This design comes from an exercise in tuning for small area on the open sky130 flow, not from production work. No functional check of the RTL was part of any run shown here.

==> design/flow/design.v <==
`timescale 1ns/10ps
module rgb2ycrcb(clk, rst, r, g, b, y, cr, cb);
	input        clk;
	input        rst;
	input  [9:0] r, g, b;
	output reg [9:0] y, cr, cb;
	reg [36:0] pa;
	reg [31:0] pb;
	reg rst1, rst2;
	wire kill = rst | rst1 | rst2;
	wire g1;
	assign g1 = r[0] & ~g[0];
	wire g2;
	gx2 ug2 (.a(r[0]), .b(g[0]), .y(g2));
	wire i3;
	assign i3 = ~g[1];
	wire s4;
	wire c5;
	fa us4 (.a(r[1]), .b(i3), .c(g1), .s(s4), .co(c5));
	wire i6;
	assign i6 = ~g[2];
	wire s7;
	wire c8;
	fa us7 (.a(r[2]), .b(i6), .c(c5), .s(s7), .co(c8));
	wire i9;
	assign i9 = ~g[3];
	wire s10;
	wire c11;
	fa us10 (.a(r[3]), .b(i9), .c(c8), .s(s10), .co(c11));
	wire i12;
	assign i12 = ~g[4];
	wire s13;
	wire c14;
	fa us13 (.a(r[4]), .b(i12), .c(c11), .s(s13), .co(c14));
	wire i15;
	assign i15 = ~g[5];
	wire s16;
	wire c17;
	fa us16 (.a(r[5]), .b(i15), .c(c14), .s(s16), .co(c17));
	wire i18;
	assign i18 = ~g[6];
	wire s19;
	wire c20;
	fa us19 (.a(r[6]), .b(i18), .c(c17), .s(s19), .co(c20));
	wire i21;
	assign i21 = ~g[7];
	wire s22;
	wire c23;
	fa us22 (.a(r[7]), .b(i21), .c(c20), .s(s22), .co(c23));
	wire i24;
	assign i24 = ~g[8];
	wire s25;
	wire c26;
	fa us25 (.a(r[8]), .b(i24), .c(c23), .s(s25), .co(c26));
	wire i27;
	assign i27 = ~g[9];
	wire s28;
	wire c29;
	fa us28 (.a(r[9]), .b(i27), .c(c26), .s(s28), .co(c29));
	wire g30;
	assign g30 = b[0] & ~g[0];
	wire g31;
	gx2 ug31 (.a(b[0]), .b(g[0]), .y(g31));
	wire s32;
	wire c33;
	fa us32 (.a(b[1]), .b(i3), .c(g30), .s(s32), .co(c33));
	wire s34;
	wire c35;
	fa us34 (.a(b[2]), .b(i6), .c(c33), .s(s34), .co(c35));
	wire s36;
	wire c37;
	fa us36 (.a(b[3]), .b(i9), .c(c35), .s(s36), .co(c37));
	wire s38;
	wire c39;
	fa us38 (.a(b[4]), .b(i12), .c(c37), .s(s38), .co(c39));
	wire s40;
	wire c41;
	fa us40 (.a(b[5]), .b(i15), .c(c39), .s(s40), .co(c41));
	wire s42;
	wire c43;
	fa us42 (.a(b[6]), .b(i18), .c(c41), .s(s42), .co(c43));
	wire s44;
	wire c45;
	fa us44 (.a(b[7]), .b(i21), .c(c43), .s(s44), .co(c45));
	wire s46;
	wire c47;
	fa us46 (.a(b[8]), .b(i24), .c(c45), .s(s46), .co(c47));
	wire s48;
	wire c49;
	fa us48 (.a(b[9]), .b(i27), .c(c47), .s(s48), .co(c49));
	wire g50;
	assign g50 = ~(g[1] & g[0]);
	wire g51;
	gx2 ug51 (.a(g[1]), .b(g[0]), .y(g51));
	wire g52;
	assign g52 = ~(g2 | g51);
	wire g53;
	assign g53 = ~(g[2] & g31);
	wire g54;
	gx2 ug54 (.a(g[2]), .b(g31), .y(g54));
	wire s55;
	wire c56;
	fa us55 (.a(g50), .b(g52), .c(s4), .s(s55), .co(c56));
	wire g57;
	assign g57 = s55 & ~g54;
	wire s58;
	wire c59;
	fa us58 (.a(i9), .b(g53), .c(s32), .s(s58), .co(c59));
	wire s60;
	wire c61;
	fa us60 (.a(s7), .b(c56), .c(s58), .s(s60), .co(c61));
	wire g62;
	assign g62 = ~(g57 & s60);
	wire s63;
	wire c64;
	fa us63 (.a(i12), .b(g2), .c(g31), .s(s63), .co(c64));
	wire s65;
	wire c66;
	fa us65 (.a(s63), .b(s34), .c(c59), .s(s65), .co(c66));
	wire s67;
	wire c68;
	fa us67 (.a(s10), .b(c61), .c(s65), .s(s67), .co(c68));
	wire g69;
	assign g69 = s67 & ~g62;
	wire s70;
	wire c71;
	fa us70 (.a(c64), .b(c66), .c(c68), .s(s70), .co(c71));
	wire s72;
	wire c73;
	fa us72 (.a(pa[5]), .b(pa[11]), .c(pa[22]), .s(s72), .co(c73));
	wire s74;
	wire c75;
	fa us74 (.a(pa[14]), .b(pa[24]), .c(pa[32]), .s(s74), .co(c75));
	wire i76;
	assign i76 = ~s72;
	wire g77;
	assign g77 = (pa[33] & i76) | (pa[33] & s74) | (i76 & s74);
	wire g78;
	assign g78 = ~(pa[6] & pa[10]);
	wire g79;
	gx2 ug79 (.a(pa[6]), .b(pa[10]), .y(g79));
	wire s80;
	wire c81;
	fa us80 (.a(pa[15]), .b(pa[25]), .c(pa[34]), .s(s80), .co(c81));
	wire s82;
	wire c83;
	fa us82 (.a(pa[12]), .b(pa[23]), .c(g79), .s(s82), .co(c83));
	wire s84;
	wire c85;
	fa us84 (.a(c75), .b(s80), .c(g77), .s(s84), .co(c85));
	wire i86;
	assign i86 = ~s84;
	wire g87;
	assign g87 = (c73 & s82) | (c73 & i86) | (s82 & i86);
	wire g88;
	assign g88 = ~(pa[7] & pa[13]);
	wire g89;
	gx2 ug89 (.a(pa[7]), .b(pa[13]), .y(g89));
	wire s90;
	wire c91;
	fa us90 (.a(pa[11]), .b(pa[16]), .c(pa[26]), .s(s90), .co(c91));
	wire s92;
	wire c93;
	fa us92 (.a(pa[21]), .b(pa[24]), .c(g89), .s(s92), .co(c93));
	wire s94;
	wire c95;
	fa us94 (.a(g78), .b(c81), .c(s90), .s(s94), .co(c95));
	wire i96;
	assign i96 = ~s94;
	wire s97;
	wire c98;
	fa us97 (.a(c83), .b(s92), .c(i96), .s(s97), .co(c98));
	wire i99;
	assign i99 = ~c85;
	wire g100;
	assign g100 = (i99 & s97) | (i99 & g87) | (s97 & g87);
	wire g101;
	assign g101 = ~(pa[8] & pa[10]);
	wire g102;
	gx2 ug102 (.a(pa[8]), .b(pa[10]), .y(g102));
	wire s103;
	wire c104;
	fa us103 (.a(pa[12]), .b(pa[17]), .c(pa[22]), .s(s103), .co(c104));
	wire s105;
	wire c106;
	fa us105 (.a(pa[14]), .b(pa[25]), .c(g102), .s(s105), .co(c106));
	wire s107;
	wire c108;
	fa us107 (.a(pa[27]), .b(g88), .c(c91), .s(s107), .co(c108));
	wire s109;
	wire c110;
	fa us109 (.a(s103), .b(s107), .c(c95), .s(s109), .co(c110));
	wire s111;
	wire c112;
	fa us111 (.a(c93), .b(s105), .c(c98), .s(s111), .co(c112));
	wire i113;
	assign i113 = ~s109;
	wire g114;
	assign g114 = (i113 & s111) | (i113 & g100) | (s111 & g100);
	wire s115;
	wire c116;
	fa us115 (.a(pa[11]), .b(pa[13]), .c(pa[18]), .s(s115), .co(c116));
	wire s117;
	wire c118;
	fa us117 (.a(pa[9]), .b(pa[15]), .c(pa[26]), .s(s117), .co(c118));
	wire s119;
	wire c120;
	fa us119 (.a(pa[23]), .b(pa[28]), .c(g101), .s(s119), .co(c120));
	wire s121;
	wire c122;
	fa us121 (.a(c104), .b(s115), .c(s119), .s(s121), .co(c122));
	wire i123;
	assign i123 = ~c108;
	wire s124;
	wire c125;
	fa us124 (.a(s117), .b(c106), .c(i123), .s(s124), .co(c125));
	wire i126;
	assign i126 = ~s124;
	wire s127;
	wire c128;
	fa us127 (.a(s121), .b(c110), .c(i126), .s(s127), .co(c128));
	wire i129;
	assign i129 = ~s127;
	wire g130;
	assign g130 = (c112 & i129) | (c112 & g114) | (i129 & g114);
	wire g131;
	assign g131 = ~(pa[0] | pa[12]);
	wire g132;
	gx2 ug132 (.a(pa[0]), .b(pa[12]), .y(g132));
	wire s133;
	wire c134;
	fa us133 (.a(pa[14]), .b(pa[19]), .c(pa[24]), .s(s133), .co(c134));
	wire s135;
	wire c136;
	fa us135 (.a(pa[16]), .b(pa[27]), .c(g132), .s(s135), .co(c136));
	wire s137;
	wire c138;
	fa us137 (.a(pa[29]), .b(c116), .c(s133), .s(s137), .co(c138));
	wire s139;
	wire c140;
	fa us139 (.a(c120), .b(s137), .c(c122), .s(s139), .co(c140));
	wire s141;
	wire c142;
	fa us141 (.a(c118), .b(s135), .c(c125), .s(s141), .co(c142));
	wire i143;
	assign i143 = ~s141;
	wire s144;
	wire c145;
	fa us144 (.a(s139), .b(i143), .c(c128), .s(s144), .co(c145));
	wire g146;
	assign g146 = s144 & ~g130;
	wire g147;
	gx2 ug147 (.a(s144), .b(g130), .y(g147));
	wire s148;
	wire c149;
	fa us148 (.a(pa[1]), .b(pa[13]), .c(pa[15]), .s(s148), .co(c149));
	wire s150;
	wire c151;
	fa us150 (.a(pa[20]), .b(pa[25]), .c(pa[30]), .s(s150), .co(c151));
	wire s152;
	wire c153;
	fa us152 (.a(pa[17]), .b(pa[28]), .c(g131), .s(s152), .co(c153));
	wire s154;
	wire c155;
	fa us154 (.a(c134), .b(s148), .c(s150), .s(s154), .co(c155));
	wire i156;
	assign i156 = ~c138;
	wire s157;
	wire c158;
	fa us157 (.a(s152), .b(c136), .c(i156), .s(s157), .co(c158));
	wire i159;
	assign i159 = ~s157;
	wire s160;
	wire c161;
	fa us160 (.a(s154), .b(i159), .c(c140), .s(s160), .co(c161));
	wire i162;
	assign i162 = ~c142;
	wire s163;
	wire c164;
	fa us163 (.a(i162), .b(s160), .c(c145), .s(s163), .co(c164));
	wire s165;
	wire c166;
	ha us165 (.a(s163), .b(g146), .s(s165), .co(c166));
	wire s167;
	wire c168;
	fa us167 (.a(pa[2]), .b(pa[14]), .c(pa[16]), .s(s167), .co(c168));
	wire s169;
	wire c170;
	fa us169 (.a(pa[26]), .b(pa[31]), .c(c149), .s(s169), .co(c170));
	wire s171;
	wire c172;
	fa us171 (.a(pa[18]), .b(pa[29]), .c(c153), .s(s171), .co(c172));
	wire s173;
	wire c174;
	fa us173 (.a(c151), .b(s167), .c(s169), .s(s173), .co(c174));
	wire i175;
	assign i175 = ~c155;
	wire s176;
	wire c177;
	fa us176 (.a(i175), .b(s171), .c(c158), .s(s176), .co(c177));
	wire i178;
	assign i178 = ~s176;
	wire s179;
	wire c180;
	fa us179 (.a(s173), .b(i178), .c(c161), .s(s179), .co(c180));
	wire s181;
	wire c182;
	fa us181 (.a(s179), .b(c164), .c(c166), .s(s181), .co(c182));
	wire g183;
	assign g183 = ~(pa[3] | pa[15]);
	wire g184;
	gx2 ug184 (.a(pa[3]), .b(pa[15]), .y(g184));
	wire s185;
	wire c186;
	fa us185 (.a(pa[19]), .b(pa[30]), .c(g184), .s(s185), .co(c186));
	wire s187;
	wire c188;
	fa us187 (.a(pa[17]), .b(pa[27]), .c(c168), .s(s187), .co(c188));
	wire s189;
	wire c190;
	fa us189 (.a(c170), .b(s187), .c(c174), .s(s189), .co(c190));
	wire s191;
	wire c192;
	fa us191 (.a(s185), .b(c172), .c(c177), .s(s191), .co(c192));
	wire i193;
	assign i193 = ~s191;
	wire s194;
	wire c195;
	fa us194 (.a(s189), .b(i193), .c(c180), .s(s194), .co(c195));
	wire s196;
	wire c197;
	ha us196 (.a(s194), .b(c182), .s(s196), .co(c197));
	wire g198;
	assign g198 = ~(pa[4] | pa[16]);
	wire g199;
	gx2 ug199 (.a(pa[4]), .b(pa[16]), .y(g199));
	wire s200;
	wire c201;
	fa us200 (.a(pa[20]), .b(pa[31]), .c(g183), .s(s200), .co(c201));
	wire s202;
	wire c203;
	fa us202 (.a(g199), .b(s200), .c(c186), .s(s202), .co(c203));
	wire s204;
	wire c205;
	fa us204 (.a(pa[18]), .b(pa[28]), .c(c188), .s(s204), .co(c205));
	wire i206;
	assign i206 = ~s202;
	wire s207;
	wire c208;
	fa us207 (.a(i206), .b(s204), .c(c190), .s(s207), .co(c208));
	wire i209;
	assign i209 = ~c192;
	wire s210;
	wire c211;
	fa us210 (.a(i209), .b(s207), .c(c195), .s(s210), .co(c211));
	wire s212;
	wire c213;
	ha us212 (.a(s210), .b(c197), .s(s212), .co(c213));
	wire s214;
	wire c215;
	fa us214 (.a(pa[5]), .b(pa[17]), .c(pa[19]), .s(s214), .co(c215));
	wire i216;
	assign i216 = ~g198;
	wire s217;
	wire c218;
	fa us217 (.a(pa[29]), .b(i216), .c(s214), .s(s217), .co(c218));
	wire i219;
	assign i219 = ~s217;
	wire s220;
	wire c221;
	fa us220 (.a(c201), .b(i219), .c(c203), .s(s220), .co(c221));
	wire i222;
	assign i222 = ~s220;
	wire s223;
	wire c224;
	fa us223 (.a(c205), .b(i222), .c(c208), .s(s223), .co(c224));
	wire s225;
	wire c226;
	fa us225 (.a(s223), .b(c211), .c(c213), .s(s225), .co(c226));
	wire s227;
	wire c228;
	fa us227 (.a(pa[6]), .b(pa[18]), .c(pa[20]), .s(s227), .co(c228));
	wire s229;
	wire c230;
	fa us229 (.a(pa[30]), .b(c215), .c(s227), .s(s229), .co(c230));
	wire i231;
	assign i231 = ~c221;
	wire s232;
	wire c233;
	fa us232 (.a(c218), .b(s229), .c(i231), .s(s232), .co(c233));
	wire s234;
	wire c235;
	fa us234 (.a(s232), .b(c224), .c(c226), .s(s234), .co(c235));
	wire s236;
	wire c237;
	fa us236 (.a(pa[7]), .b(pa[19]), .c(pa[31]), .s(s236), .co(c237));
	wire s238;
	wire c239;
	fa us238 (.a(c228), .b(s236), .c(c230), .s(s238), .co(c239));
	wire s240;
	wire c241;
	fa us240 (.a(s238), .b(c233), .c(c235), .s(s240), .co(c241));
	wire s242;
	wire c243;
	fa us242 (.a(pa[8]), .b(pa[20]), .c(c237), .s(s242), .co(c243));
	wire s244;
	wire c245;
	fa us244 (.a(s242), .b(c239), .c(c241), .s(s244), .co(c245));
	wire g246;
	gx2 ug246 (.a(pa[9]), .b(c243), .y(g246));
	wire g247;
	gx2 ug247 (.a(g246), .b(c245), .y(g247));
	wire g248;
	assign g248 = pa[21] & ~pa[22];
	wire i249;
	assign i249 = ~g248;
	wire g250;
	assign g250 = (pa[22] & pa[23]) | (pa[22] & i249) | (pa[23] & i249);
	wire g251;
	assign g251 = (pa[23] & pa[24]) | (pa[23] & g250) | (pa[24] & g250);
	wire i252;
	assign i252 = ~pa[21];
	wire s253;
	wire c254;
	fa us253 (.a(i252), .b(pa[24]), .c(pa[25]), .s(s253), .co(c254));
	wire g255;
	assign g255 = ~(s253 | g251);
	wire s256;
	wire c257;
	fa us256 (.a(pa[22]), .b(pa[25]), .c(pa[26]), .s(s256), .co(c257));
	wire i258;
	assign i258 = ~g255;
	wire g259;
	assign g259 = (c254 & s256) | (c254 & i258) | (s256 & i258);
	wire s260;
	wire c261;
	fa us260 (.a(pa[23]), .b(pa[26]), .c(pa[27]), .s(s260), .co(c261));
	wire s262;
	wire c263;
	fa us262 (.a(i252), .b(c257), .c(s260), .s(s262), .co(c263));
	wire g264;
	assign g264 = ~(s262 | g259);
	wire s265;
	wire c266;
	fa us265 (.a(pa[22]), .b(pa[24]), .c(pa[27]), .s(s265), .co(c266));
	wire s267;
	wire c268;
	fa us267 (.a(pa[28]), .b(c261), .c(s265), .s(s267), .co(c268));
	wire i269;
	assign i269 = ~g264;
	wire g270;
	assign g270 = (c263 & s267) | (c263 & i269) | (s267 & i269);
	wire s271;
	wire c272;
	fa us271 (.a(pa[23]), .b(pa[25]), .c(pa[28]), .s(s271), .co(c272));
	wire s273;
	wire c274;
	fa us273 (.a(pa[29]), .b(c266), .c(s271), .s(s273), .co(c274));
	wire g275;
	assign g275 = (c268 & s273) | (c268 & g270) | (s273 & g270);
	wire g276;
	assign g276 = ~(pa[10] & pa[24]);
	wire g277;
	gx2 ug277 (.a(pa[10]), .b(pa[24]), .y(g277));
	wire s278;
	wire c279;
	fa us278 (.a(pa[26]), .b(pa[29]), .c(pa[30]), .s(s278), .co(c279));
	wire s280;
	wire c281;
	fa us280 (.a(g277), .b(c272), .c(s278), .s(s280), .co(c281));
	wire g282;
	assign g282 = (c274 & s280) | (c274 & g275) | (s280 & g275);
	wire g283;
	assign g283 = ~(pa[25] & pa[27]);
	wire g284;
	gx2 ug284 (.a(pa[25]), .b(pa[27]), .y(g284));
	wire s285;
	wire c286;
	fa us285 (.a(pa[30]), .b(pa[31]), .c(g284), .s(s285), .co(c286));
	wire i287;
	assign i287 = ~c279;
	wire s288;
	wire c289;
	fa us288 (.a(pa[11]), .b(g276), .c(i287), .s(s288), .co(c289));
	wire i290;
	assign i290 = ~s288;
	wire s291;
	wire c292;
	fa us291 (.a(s285), .b(c281), .c(i290), .s(s291), .co(c292));
	wire g293;
	assign g293 = ~(s291 | g282);
	wire g294;
	gx2 ug294 (.a(s291), .b(g282), .y(g294));
	wire s295;
	wire c296;
	fa us295 (.a(pa[26]), .b(pa[28]), .c(pa[31]), .s(s295), .co(c296));
	wire s297;
	wire c298;
	fa us297 (.a(pa[12]), .b(g283), .c(c289), .s(s297), .co(c298));
	wire s299;
	wire c300;
	fa us299 (.a(s295), .b(c286), .c(c292), .s(s299), .co(c300));
	wire i301;
	assign i301 = ~s299;
	wire s302;
	wire c303;
	fa us302 (.a(s297), .b(i301), .c(g293), .s(s302), .co(c303));
	wire g304;
	assign g304 = ~(pa[27] & pa[29]);
	wire g305;
	gx2 ug305 (.a(pa[27]), .b(pa[29]), .y(g305));
	wire i306;
	assign i306 = ~pa[13];
	wire s307;
	wire c308;
	fa us307 (.a(i306), .b(g305), .c(c296), .s(s307), .co(c308));
	wire i309;
	assign i309 = ~c298;
	wire s310;
	wire c311;
	fa us310 (.a(s307), .b(i309), .c(c300), .s(s310), .co(c311));
	wire g312;
	assign g312 = c303 & ~s310;
	wire g313;
	gx2 ug313 (.a(c303), .b(s310), .y(g313));
	wire g314;
	assign g314 = ~(pa[28] & pa[30]);
	wire g315;
	gx2 ug315 (.a(pa[28]), .b(pa[30]), .y(g315));
	wire i316;
	assign i316 = ~g315;
	wire s317;
	wire c318;
	fa us317 (.a(pa[14]), .b(g304), .c(i316), .s(s317), .co(c318));
	wire i319;
	assign i319 = ~s317;
	wire s320;
	wire c321;
	fa us320 (.a(c308), .b(i319), .c(c311), .s(s320), .co(c321));
	wire g322;
	assign g322 = g312 & ~s320;
	wire g323;
	gx2 ug323 (.a(g312), .b(s320), .y(g323));
	wire i324;
	assign i324 = ~pa[15];
	wire s325;
	wire c326;
	fa us325 (.a(i324), .b(pa[29]), .c(pa[31]), .s(s325), .co(c326));
	wire i327;
	assign i327 = ~s325;
	wire s328;
	wire c329;
	fa us328 (.a(g314), .b(i327), .c(c318), .s(s328), .co(c329));
	wire i330;
	assign i330 = ~c321;
	wire s331;
	wire c332;
	fa us331 (.a(s328), .b(i330), .c(g322), .s(s331), .co(c332));
	wire g333;
	assign g333 = pa[16] | ~pa[30];
	wire g334;
	gx2 ug334 (.a(pa[16]), .b(pa[30]), .y(g334));
	wire i335;
	assign i335 = ~c326;
	wire s336;
	wire c337;
	fa us336 (.a(g334), .b(i335), .c(c329), .s(s336), .co(c337));
	wire s338;
	wire c339;
	ha us338 (.a(s336), .b(c332), .s(s338), .co(c339));
	wire i340;
	assign i340 = ~pa[31];
	wire s341;
	wire c342;
	fa us341 (.a(pa[17]), .b(i340), .c(g333), .s(s341), .co(c342));
	wire s343;
	wire c344;
	fa us343 (.a(s341), .b(c337), .c(c339), .s(s343), .co(c344));
	wire g345;
	assign g345 = ~(pa[18] | c342);
	wire g346;
	gx2 ug346 (.a(pa[18]), .b(c342), .y(g346));
	wire g347;
	assign g347 = c344 & ~g346;
	wire g348;
	gx2 ug348 (.a(c344), .b(g346), .y(g348));
	wire g349;
	assign g349 = pa[19] | ~g345;
	wire g350;
	gx2 ug350 (.a(pa[19]), .b(g345), .y(g350));
	wire s351;
	wire c352;
	ha us351 (.a(g350), .b(g347), .s(s351), .co(c352));
	wire s353;
	wire c354;
	fa us353 (.a(pa[20]), .b(g349), .c(c352), .s(s353), .co(c354));
	wire g355;
	assign g355 = ~(g2 & g2);
	wire g356;
	gx2 ug356 (.a(g2), .b(g2), .y(g356));
	wire g357;
	assign g357 = s4 & ~g356;
	wire s358;
	wire c359;
	fa us358 (.a(g355), .b(s4), .c(g357), .s(s358), .co(c359));
	wire g360;
	assign g360 = ~(s7 & s358);
	wire s361;
	wire c362;
	fa us361 (.a(s7), .b(c359), .c(s10), .s(s361), .co(c362));
	wire g363;
	assign g363 = s361 & ~g360;
	wire g364;
	assign g364 = s10 | ~g2;
	wire g365;
	gx2 ug365 (.a(s10), .b(g2), .y(g365));
	wire s366;
	wire c367;
	fa us366 (.a(g365), .b(s13), .c(c362), .s(s366), .co(c367));
	wire g368;
	assign g368 = ~(g363 & s366);
	wire s369;
	wire c370;
	fa us369 (.a(s4), .b(g364), .c(s13), .s(s369), .co(c370));
	wire s371;
	wire c372;
	fa us371 (.a(s16), .b(c367), .c(s369), .s(s371), .co(c372));
	wire g373;
	assign g373 = s371 & ~g368;
	wire s374;
	wire c375;
	fa us374 (.a(c370), .b(c372), .c(g373), .s(s374), .co(c375));
	wire g376;
	assign g376 = ~(pa[12] | pa[15]);
	wire g377;
	gx2 ug377 (.a(pa[12]), .b(pa[15]), .y(g377));
	wire i378;
	assign i378 = ~pa[10];
	wire s379;
	wire c380;
	fa us379 (.a(i378), .b(pa[16]), .c(pa[35]), .s(s379), .co(c380));
	wire g381;
	assign g381 = s379 & ~g377;
	wire s382;
	wire c383;
	fa us382 (.a(pa[11]), .b(pa[13]), .c(pa[16]), .s(s382), .co(c383));
	wire s384;
	wire c385;
	fa us384 (.a(pa[17]), .b(pa[36]), .c(c380), .s(s384), .co(c385));
	wire s386;
	wire c387;
	fa us386 (.a(s382), .b(g381), .c(s384), .s(s386), .co(c387));
	wire g388;
	assign g388 = s386 & ~g376;
	wire s389;
	wire c390;
	fa us389 (.a(pa[10]), .b(pa[12]), .c(pa[14]), .s(s389), .co(c390));
	wire s391;
	wire c392;
	fa us391 (.a(pa[17]), .b(pa[18]), .c(c383), .s(s391), .co(c392));
	wire s393;
	wire c394;
	fa us393 (.a(s389), .b(c385), .c(s391), .s(s393), .co(c394));
	wire g395;
	assign g395 = (c387 & s393) | (c387 & g388) | (s393 & g388);
	wire g396;
	assign g396 = ~(pa[21] & pa[11]);
	wire g397;
	gx2 ug397 (.a(pa[21]), .b(pa[11]), .y(g397));
	wire s398;
	wire c399;
	fa us398 (.a(pa[13]), .b(pa[15]), .c(pa[18]), .s(s398), .co(c399));
	wire s400;
	wire c401;
	fa us400 (.a(pa[19]), .b(c390), .c(s398), .s(s400), .co(c401));
	wire s402;
	wire c403;
	fa us402 (.a(c392), .b(s400), .c(c394), .s(s402), .co(c403));
	wire i404;
	assign i404 = ~g397;
	wire g405;
	assign g405 = (i404 & s402) | (i404 & g395) | (s402 & g395);
	wire g406;
	assign g406 = ~(pa[22] | pa[14]);
	wire g407;
	gx2 ug407 (.a(pa[22]), .b(pa[14]), .y(g407));
	wire s408;
	wire c409;
	fa us408 (.a(pa[16]), .b(pa[19]), .c(pa[20]), .s(s408), .co(c409));
	wire s410;
	wire c411;
	fa us410 (.a(g396), .b(c399), .c(s408), .s(s410), .co(c411));
	wire i412;
	assign i412 = ~c401;
	wire s413;
	wire c414;
	fa us413 (.a(pa[12]), .b(g407), .c(i412), .s(s413), .co(c414));
	wire i415;
	assign i415 = ~s413;
	wire s416;
	wire c417;
	fa us416 (.a(s410), .b(i415), .c(c403), .s(s416), .co(c417));
	wire s418;
	wire c419;
	ha us418 (.a(s416), .b(g405), .s(s418), .co(c419));
	wire s420;
	wire c421;
	fa us420 (.a(pa[23]), .b(pa[15]), .c(pa[17]), .s(s420), .co(c421));
	wire s422;
	wire c423;
	fa us422 (.a(i306), .b(pa[20]), .c(c409), .s(s422), .co(c423));
	wire s424;
	wire c425;
	fa us424 (.a(s420), .b(s422), .c(c411), .s(s424), .co(c425));
	wire i426;
	assign i426 = ~s424;
	wire s427;
	wire c428;
	fa us427 (.a(g406), .b(c414), .c(i426), .s(s427), .co(c428));
	wire i429;
	assign i429 = ~s427;
	wire s430;
	wire c431;
	fa us430 (.a(i429), .b(c417), .c(c419), .s(s430), .co(c431));
	wire g432;
	assign g432 = ~(pa[24] | pa[16]);
	wire g433;
	gx2 ug433 (.a(pa[24]), .b(pa[16]), .y(g433));
	wire i434;
	assign i434 = ~pa[18];
	wire s435;
	wire c436;
	fa us435 (.a(pa[14]), .b(i434), .c(g433), .s(s435), .co(c436));
	wire i437;
	assign i437 = ~s435;
	wire s438;
	wire c439;
	fa us438 (.a(c421), .b(i437), .c(c423), .s(s438), .co(c439));
	wire i440;
	assign i440 = ~c428;
	wire s441;
	wire c442;
	fa us441 (.a(c425), .b(s438), .c(i440), .s(s441), .co(c442));
	wire s443;
	wire c444;
	ha us443 (.a(s441), .b(c431), .s(s443), .co(c444));
	wire g445;
	assign g445 = ~(pa[25] | pa[17]);
	wire g446;
	gx2 ug446 (.a(pa[25]), .b(pa[17]), .y(g446));
	wire s447;
	wire c448;
	fa us447 (.a(pa[15]), .b(g432), .c(g446), .s(s447), .co(c448));
	wire i449;
	assign i449 = ~pa[19];
	wire s450;
	wire c451;
	fa us450 (.a(i449), .b(c436), .c(s447), .s(s450), .co(c451));
	wire i452;
	assign i452 = ~s450;
	wire s453;
	wire c454;
	fa us453 (.a(c439), .b(i452), .c(c442), .s(s453), .co(c454));
	wire s455;
	wire c456;
	ha us455 (.a(s453), .b(c444), .s(s455), .co(c456));
	wire s457;
	wire c458;
	fa us457 (.a(pa[26]), .b(pa[18]), .c(pa[20]), .s(s457), .co(c458));
	wire s459;
	wire c460;
	fa us459 (.a(pa[16]), .b(g445), .c(c448), .s(s459), .co(c460));
	wire i461;
	assign i461 = ~s457;
	wire s462;
	wire c463;
	fa us462 (.a(i461), .b(s459), .c(c451), .s(s462), .co(c463));
	wire i464;
	assign i464 = ~s462;
	wire s465;
	wire c466;
	fa us465 (.a(i464), .b(c454), .c(c456), .s(s465), .co(c466));
	wire g467;
	assign g467 = ~(pa[27] | pa[19]);
	wire g468;
	gx2 ug468 (.a(pa[27]), .b(pa[19]), .y(g468));
	wire i469;
	assign i469 = ~c458;
	wire s470;
	wire c471;
	fa us470 (.a(pa[17]), .b(g468), .c(i469), .s(s470), .co(c471));
	wire s472;
	wire c473;
	fa us472 (.a(s470), .b(c460), .c(c463), .s(s472), .co(c473));
	wire g474;
	assign g474 = c466 & ~s472;
	wire g475;
	gx2 ug475 (.a(c466), .b(s472), .y(g475));
	wire s476;
	wire c477;
	fa us476 (.a(pa[28]), .b(i434), .c(pa[20]), .s(s476), .co(c477));
	wire i478;
	assign i478 = ~s476;
	wire s479;
	wire c480;
	fa us479 (.a(g467), .b(i478), .c(c471), .s(s479), .co(c480));
	wire i481;
	assign i481 = ~g474;
	wire s482;
	wire c483;
	fa us482 (.a(s479), .b(c473), .c(i481), .s(s482), .co(c483));
	wire g484;
	assign g484 = pa[29] | ~pa[19];
	wire g485;
	gx2 ug485 (.a(pa[29]), .b(pa[19]), .y(g485));
	wire i486;
	assign i486 = ~c480;
	wire s487;
	wire c488;
	fa us487 (.a(g485), .b(c477), .c(i486), .s(s487), .co(c488));
	wire g489;
	assign g489 = s487 & ~c483;
	wire g490;
	gx2 ug490 (.a(s487), .b(c483), .y(g490));
	wire i491;
	assign i491 = ~pa[20];
	wire s492;
	wire c493;
	fa us492 (.a(pa[30]), .b(i491), .c(g484), .s(s492), .co(c493));
	wire s494;
	wire c495;
	fa us494 (.a(s492), .b(c488), .c(g489), .s(s494), .co(c495));
	wire s496;
	wire c497;
	fa us496 (.a(pa[31]), .b(c493), .c(c495), .s(s496), .co(c497));
	wire [9:0] yn = {~pb[9], pb[8], pb[7], pb[6], pb[5], pb[4], pb[3], pb[2], pb[1], ~pb[0]};
	wire [10:0] crn = {~pb[10], pb[20], pb[19], ~pb[18], pb[17], pb[16], pb[15], ~pb[14], ~pb[13], pb[12], pb[11]};
	wire [10:0] cbn = {~pb[31], pb[30], pb[29], ~pb[28], ~pb[27], ~pb[26], pb[25], pb[24], pb[23], pb[22], pb[21]};
	always @(posedge clk) begin
		rst1 <= rst;
		rst2 <= rst1;
		pa <= {c375, s374, c71, s70, g69, c49, s48, s46, s44, s42, s40, s38, s36, s34, s32, g31, c29, s28, s25, s22, s19, s16, s13, s10, s7, s4, g2, g[9], g[8], g[7], g[6], g[5], g[4], g[3], g[2], g[1], g[0]};
		pb <= {c497, s496, s494, g490, s482, g475, s465, s455, s443, s430, s418, s353, s351, g348, s343, s338, s331, g323, g313, s302, g294, c354, g247, s244, s240, s234, s225, s212, s196, s181, s165, g147};
		y  <= yn & {10{~kill}};
		cr <= crn[9:0] & {10{~(kill | crn[10])}};
		cb <= cbn[9:0] & {10{~(kill | cbn[10])}};
	end
endmodule
module fa(a, b, c, s, co);
	input a, b, c;
	output s, co;
	assign s = a ^ b ^ c;
	assign co = (a & b) | (a & c) | (b & c);
endmodule
module ha(a, b, s, co);
	input a, b;
	output s, co;
	assign s = a ^ b;
	assign co = a & b;
endmodule
module gx2(a, b, y);
	input a, b;
	output y;
	assign y = a ^ b;
endmodule
==> design/flow/flow/run.sh <==
#!/bin/bash
# Standard ORFS layout with two changes: small port buffers, and a clock tree of small
# buffers without dummy loads.
set -euo pipefail
bash standard.sh \
  "BUFFER_PORTS_ARGS=-buffer_cell sky130_fd_sc_hd__buf_1" \
  "CTS_ARGS=-sink_clustering_enable -repair_clock_nets -buf_list sky130_fd_sc_hd__clkbuf_8 -dont_use_dummy_load" \
  finish > make_finish.log 2>&1
==> design/flow/standard.sh <==
#!/bin/bash
# synth_recipe.tcl (not shown) runs the flow's synth.tcl, then flattens the netlist and writes it again
# the make line also repeats each setting of config.mk as NAME=value (left out here)
make -C /OpenROAD-flow-scripts/flow DESIGN_CONFIG=/design/flow/config.mk WORK_HOME=/design/flow/orfs CLKGATE_MAP_FILE= SYNTH_SCRIPT=/design/flow/synth_recipe.tcl "${@:-finish}"
==> design/flow/config.mk <==
export PLATFORM = sky130hd
export DESIGN_NAME = rgb2ycrcb
export DESIGN_NICKNAME = rgb2ycrcb
export VERILOG_FILES = /design/flow/design.v
export SDC_FILE = /design/flow/constraint.sdc
export NUM_CORES = 4
export LEC_CHECK = 0
export CAP_MARGIN = 20
export CORE_MARGIN = 2
export CORE_UTILIZATION = 80
export SLEW_MARGIN = 20
export SYNTH_HIERARCHICAL = 1
export SYNTH_MINIMUM_KEEP_SIZE = 0
==> design/flow/constraint.sdc <==
create_clock -name core_clock -period 6.0 [get_ports {clk}]
set_input_delay 1.2000 -clock core_clock [delete_from_list [all_inputs] [get_ports {clk}]]
set_output_delay 1.2000 -clock core_clock [all_outputs]
set_load 0.01 [all_outputs]
==> flow_metrics.py, run 1 <==
metrics = {
    "outcome": {
        "status": "complete, no violations",
    },
    "sta": {
        "tightest_slew_ns": 0.820,
        "fin_skew_ns": 0.0329,
        "hold_viol_final": 0,
        "fin_crit_ns": 5.85,
        "slew_headroom_pct": 45.2,
        "finalMaxSlewViolations": 0,
        "tns_ns": 0,
        "setup_viol_count_final": 0,
        "rsz0062_at_grt": "no",
        "fmax_mhz": 171,
        "period_share_pct": 97.6,
        "worst_slack_ns": 0.146,
    },
    "floorplan": {
        "die_h_um": 93.8,
        "start_util_pct": 83.1,
        "core_area_um2": 7770,
        "dieArea_um2": 8800,
        "rows": 32,
        "ioPinCount": 62,
        "fp.dieW_um": 93.8,
    },
    "synthesis": {
        "synth-edff-count": 0,
        "ys_seq_area_share_pct": 31.3,
        "synth_most_common_cell": "fa_1",
        "syn_nets": 662,
        "yosys_warnings": 7,
        "yosys.area.top_type": "fa_1",
        "synth_top_cell_area_share_pct": 50.0,
        "ys_seq_elements": 101,
        "async_reset_ff_share_pct": 0,
        "syn_inst": 461,
        "syn_area_um2": 6450,
        "synthTopCellsByCount": "fa_1 (161), dfxtp_1 (101), inv_1 (58), xor2_1 (35), nand2_1 (16)",
        "synth-main-ff-cell": "dfxtp_1",
        "syn_area_per_cell_um2": 14.0,
        "yosys-top-cells-area": "fa_1 (50%), dfxtp_1 (31%), xor2_1 (4.8%)",
        "yosysUniqueCellTypes": 31,
    },
    "worst_setup_path": {
        "startpoint_type": "register",
        "cp_common_cell": "fa_1",
        "crit_fanout": 2,
        "worstPathCellList": "fa_1, fa_1, fa_2, fa_1, fa_1, fa_1, ha_1, fa_1, ha_1, ha_1, fa_2, fa_1, fa_1, fa_1, xor2_1",
        "cp_data_arrival_time_ns": 6.07,
        "end_kind": "register",
        "slowest_delay_ns": 0.48,
        "crit_type": "register to register",
        "critPathSlowestCell": "fa_1",
        "crit_buf_inv": 0,
        "required_ns": 6.22,
        "path_delay_family": "adder cells",
    },
    "final_layout": {
        "fin_area_um2": 7100,
        "multi_input_area_um2": 4220,
        "n_fill_cell": 277,
        "regArea_um2": 2020,
        "n_antenna_cell": 0,
        "drive_above_1_share_pct": 8.00,
        "final_util_pct": 91.4,
        "nets": 753,
        "syn2layout_area_growth_pct": 10.1,
    },
    "place": {
        "port_buffers": 61,
        "place_ws_ns": 0.0920,
        "post_dp_cell_area_um2": 6960,
        "dp_hpwl_um": 12600,
        "gp_congestion": 0.954,
    },
    "route": {
        "wl_per_cell_um": 24.5,
        "drc": 0,
        "drt-initial-drc-count": 364,
        "drt_wl_total_um": 16000,
        "via_count": 4091,
        "drt.antenna.violating_nets": 0,
        "avgViaCountPerCell": 6.27,
        "dr.pass1.iters": 6,
    },
    "cts": {
        "cts_sinks": 101,
        "postCtsSetupRepairBufs": 0,
        "clk_pin_slew_ns": 0.10,
        "clk_latency_ns": 0.37,
        "cts_hold_buf": 0,
        "cts_buffers": 9,
        "clockBufferDepth": 2,
        "clk_root_buffer_cell": "clkbuf_8",
        "htreeDepth": 3,
        "cts_tree": "built",
    },
    "global_routing": {
        "grt-ovfl-total": 0,
        "grt_pass1_vias": 4656,
        "grt.total_usage_pct": 40.4,
        "antenna_found_initial": 0,
        "grt_pass1_wl_um": 25000,
        "grt_max_degree": 25,
    },
    "min_path": {
        "min-delay-path-class": "register to register",
    },
    "run": {
        "max_cap_viol_count": 0,
    },
}
Yosys stat by module (local to each module, per instance):
| module | copies in the design | flip-flops and latches | cells inside |
|---|---|---|---|
| ha | 8 | 0 | 1 |
| rgb2ycrcb | 1 | 101 | 257 |
| gx2 | 35 | 0 | 1 |
| fa | 161 | 0 | 1 |
cell families after synthesis:
logic type / after synthesis / share of synthesized area [%]
compound gates: 15 / 1.69
simple gates: 76 / 6.36
buf+inv: 60 / 3.49
flops: 101 / 31.3
xor+xnor: 35 / 4.75
fa+ha+maj: 174 / 52.4
state kept, by name, indices dropped and copies added, names as in the netlist:
name and flops:
cb 10, cr 10, pa 37, pb 32, rst1 1, rst2 1, y 10
final timing paths:
kind / cells after the start / slack, ns / end / startpoint
setup / recovery: 15 / 0.15 / pb[9] / pa[11]
hold / removal: 1 / 0.39 / cr[3] / pb[14]
setup reg to reg: 15 / 0.15 / pb[9] / pa[11]
hold reg to reg: 1 / 0.39 / cr[3] / pb[14]
stage by stage:
step | hold slack [ns] | cells
after global placement | 0.373 | 643
after detailed placement | 0.385 | 643
after global routing | 0.398 | 652
after floorplan | 0.368 | 461
final | 0.387 | 652
after CTS | 0.392 | 652
timing repair:
item,in CTS,in global routing
resized for setup,0,6
hold endpoints to repair,0,0
setup endpoints to repair,0,1
per-layer routing:
layer  wire (µm)  GRT usage [%]  vias to the layer above  share of wire, %
li1            -              -                     1565                 -
met1        5520           51.5                     2081                34
met2        8100           67.4                      342                51
met3        1480           8.35                      103               9.2
met4         895           19.1                        0               5.6
met5           0              0                        -                 0
worst reg2reg max path: stages, from the launching register on:
cell and delay [ns]:
dfxtp_1 0.34, fa_1 0.44, fa_1 0.48, fa_2 0.40
fa_1 0.43, fa_1 0.41, fa_1 0.45, ha_1 0.23
fa_1 0.38, ha_1 0.19, ha_1 0.21, fa_2 0.36
fa_1 0.39, fa_1 0.40, fa_1 0.41, xor2_1 0.18
layout make-up:
cell class,count,share of cell area (%)
Sequential cell,101,28.5
Multi-Input combinational cell,300,59.4
Timing Repair Buffer,82,5.50
Clock buffer,9,1.74
Tap cell,102,1.80
Inverter,58,3.07
layout by cell type (no fill, tap or decap), types with 4 or more instances in the layout:
master	count
dfxtp_1	100
nor2b_1	9
clkbuf_8	9
nand2b_1	5
fa_1	157
inv_1	58
fa_2	4
nand2_1	16
and2_1	9
buf_4	20
ha_1	8
xor2_1	35
nor2_1	15
maj3_2	4
and3_1	14
buf_1	61
==> inputs of run 2 (changes only) <==
--- a/design/flow/config.mk
+++ b/design/flow/config.mk
@@ -7,7 +7,7 @@
 export LEC_CHECK = 0
 export CAP_MARGIN = 20
 export CORE_MARGIN = 2
-export CORE_UTILIZATION = 80
+export CORE_UTILIZATION = 88
 export SLEW_MARGIN = 20
 export SYNTH_HIERARCHICAL = 1
 export SYNTH_MINIMUM_KEEP_SIZE = 0
==> run 2 against run 1 <==
- synthesized cell count unchanged
- the flow now stops in detailed placement (3_5_place_dp)
- synthesized area unchanged
==> flow_metrics.py, run 2 <==
metrics = {
    "outcome": {
        "tool.error": "[ERROR DPL-0033] detailed placement checks failed during check placement.",
        "lastStage": "detailed placement (3_5_place_dp)",
        "status": "aborted with a tool error",
    },
    "synthesis": {
        "synth-edff-count": 0,
        "syn_area_per_cell_um2": 14.0,
        "synthTopCellsByCount": "fa_1 (161), dfxtp_1 (101), inv_1 (58), xor2_1 (35), nand2_1 (16)",
        "yosys-top-cells-area": "fa_1 (50%), dfxtp_1 (31%), xor2_1 (4.8%)",
        "yosys_warnings": 7,
        "async_reset_ff_share_pct": 0,
        "ys_seq_area_share_pct": 31.3,
        "yosysUniqueCellTypes": 31,
        "synth_top_cell_area_share_pct": 50.0,
        "synth-main-ff-cell": "dfxtp_1",
        "syn_nets": 662,
        "yosys.area.top_type": "fa_1",
        "synth_most_common_cell": "fa_1",
        "syn_inst": 461,
        "ys_seq_elements": 101,
        "syn_area_um2": 6450,
    },
    "floorplan": {
        "ioPinCount": 62,
        "rows": 31,
        "fp.dieW_um": 89.6,
        "start_util_pct": 89.9,
        "die_h_um": 89.6,
    },
    "place": {
        "port_buffers": 61,
        "gp_congestion": 1.06,
        "dp_hpwl_um": 14600,
    },
}
[run 2: cell counts after synthesis]
No cell type changed its count.
[run 2: cells by family after synthesis]
family,count (synthesis),synth area share (%)
AO/OA/AOI/OAI,15,1.69
AND/OR/NAND/NOR,76,6.36
buffers and inverters,60,3.49
XOR/XNOR,35,4.75
adder cells (fa/ha/maj),174,52.4
flip-flops,101,31.3
[run 2: worst max-delay path by stage]
stage,startpoint,to,depth (start not counted)
global placement,pa[11],pb[9],15
floorplan,pa[16],pb[9],15
[run 2: per-stage QoR]
| stage | std cells | hold slack (ns) | worst slack (ns) |
|---|---|---|---|
| floorplan | 461 | 0.368 | 0.0977 |
| global placement | 638 | 0.375 | 0.315 |
[run 2: per-module statistics from Yosys (local to each module, per instance)]
module     flip-flops and latches  cells inside
fa                              0             1
ha                              0             1
gx2                             0             1
rgb2ycrcb                     101           257

[re-timing with driven ports]
How much do the figures lean on ideal ports? The routed layout below was timed once more, with nothing changed but the port constraints. Step 1: set_driving_cell puts a clkbuf_16 on clk and a buf_2 on each other input, an assumption about the parent block. Step 2, shift: input delay + t, output delay - t, t = (earliest + latest rising clock arrival at the registers) / 2. This alone moves slack from input paths to output paths. a / b / c = ideal ports / drivers / drivers and shift; a / b = the first two.
run: run 1
t, ns: 0.387
setup slack, ns: 0.146 / 0.146 / 0.146
hold slack, ns: 0.387 / 0.387 / 0.387
cell pins on the clock port's net: 1
After both steps run 1 still meets setup and hold. The setup slack of run 1 moves by 0.000 ns with the drivers and by 0.000 ns with both steps.
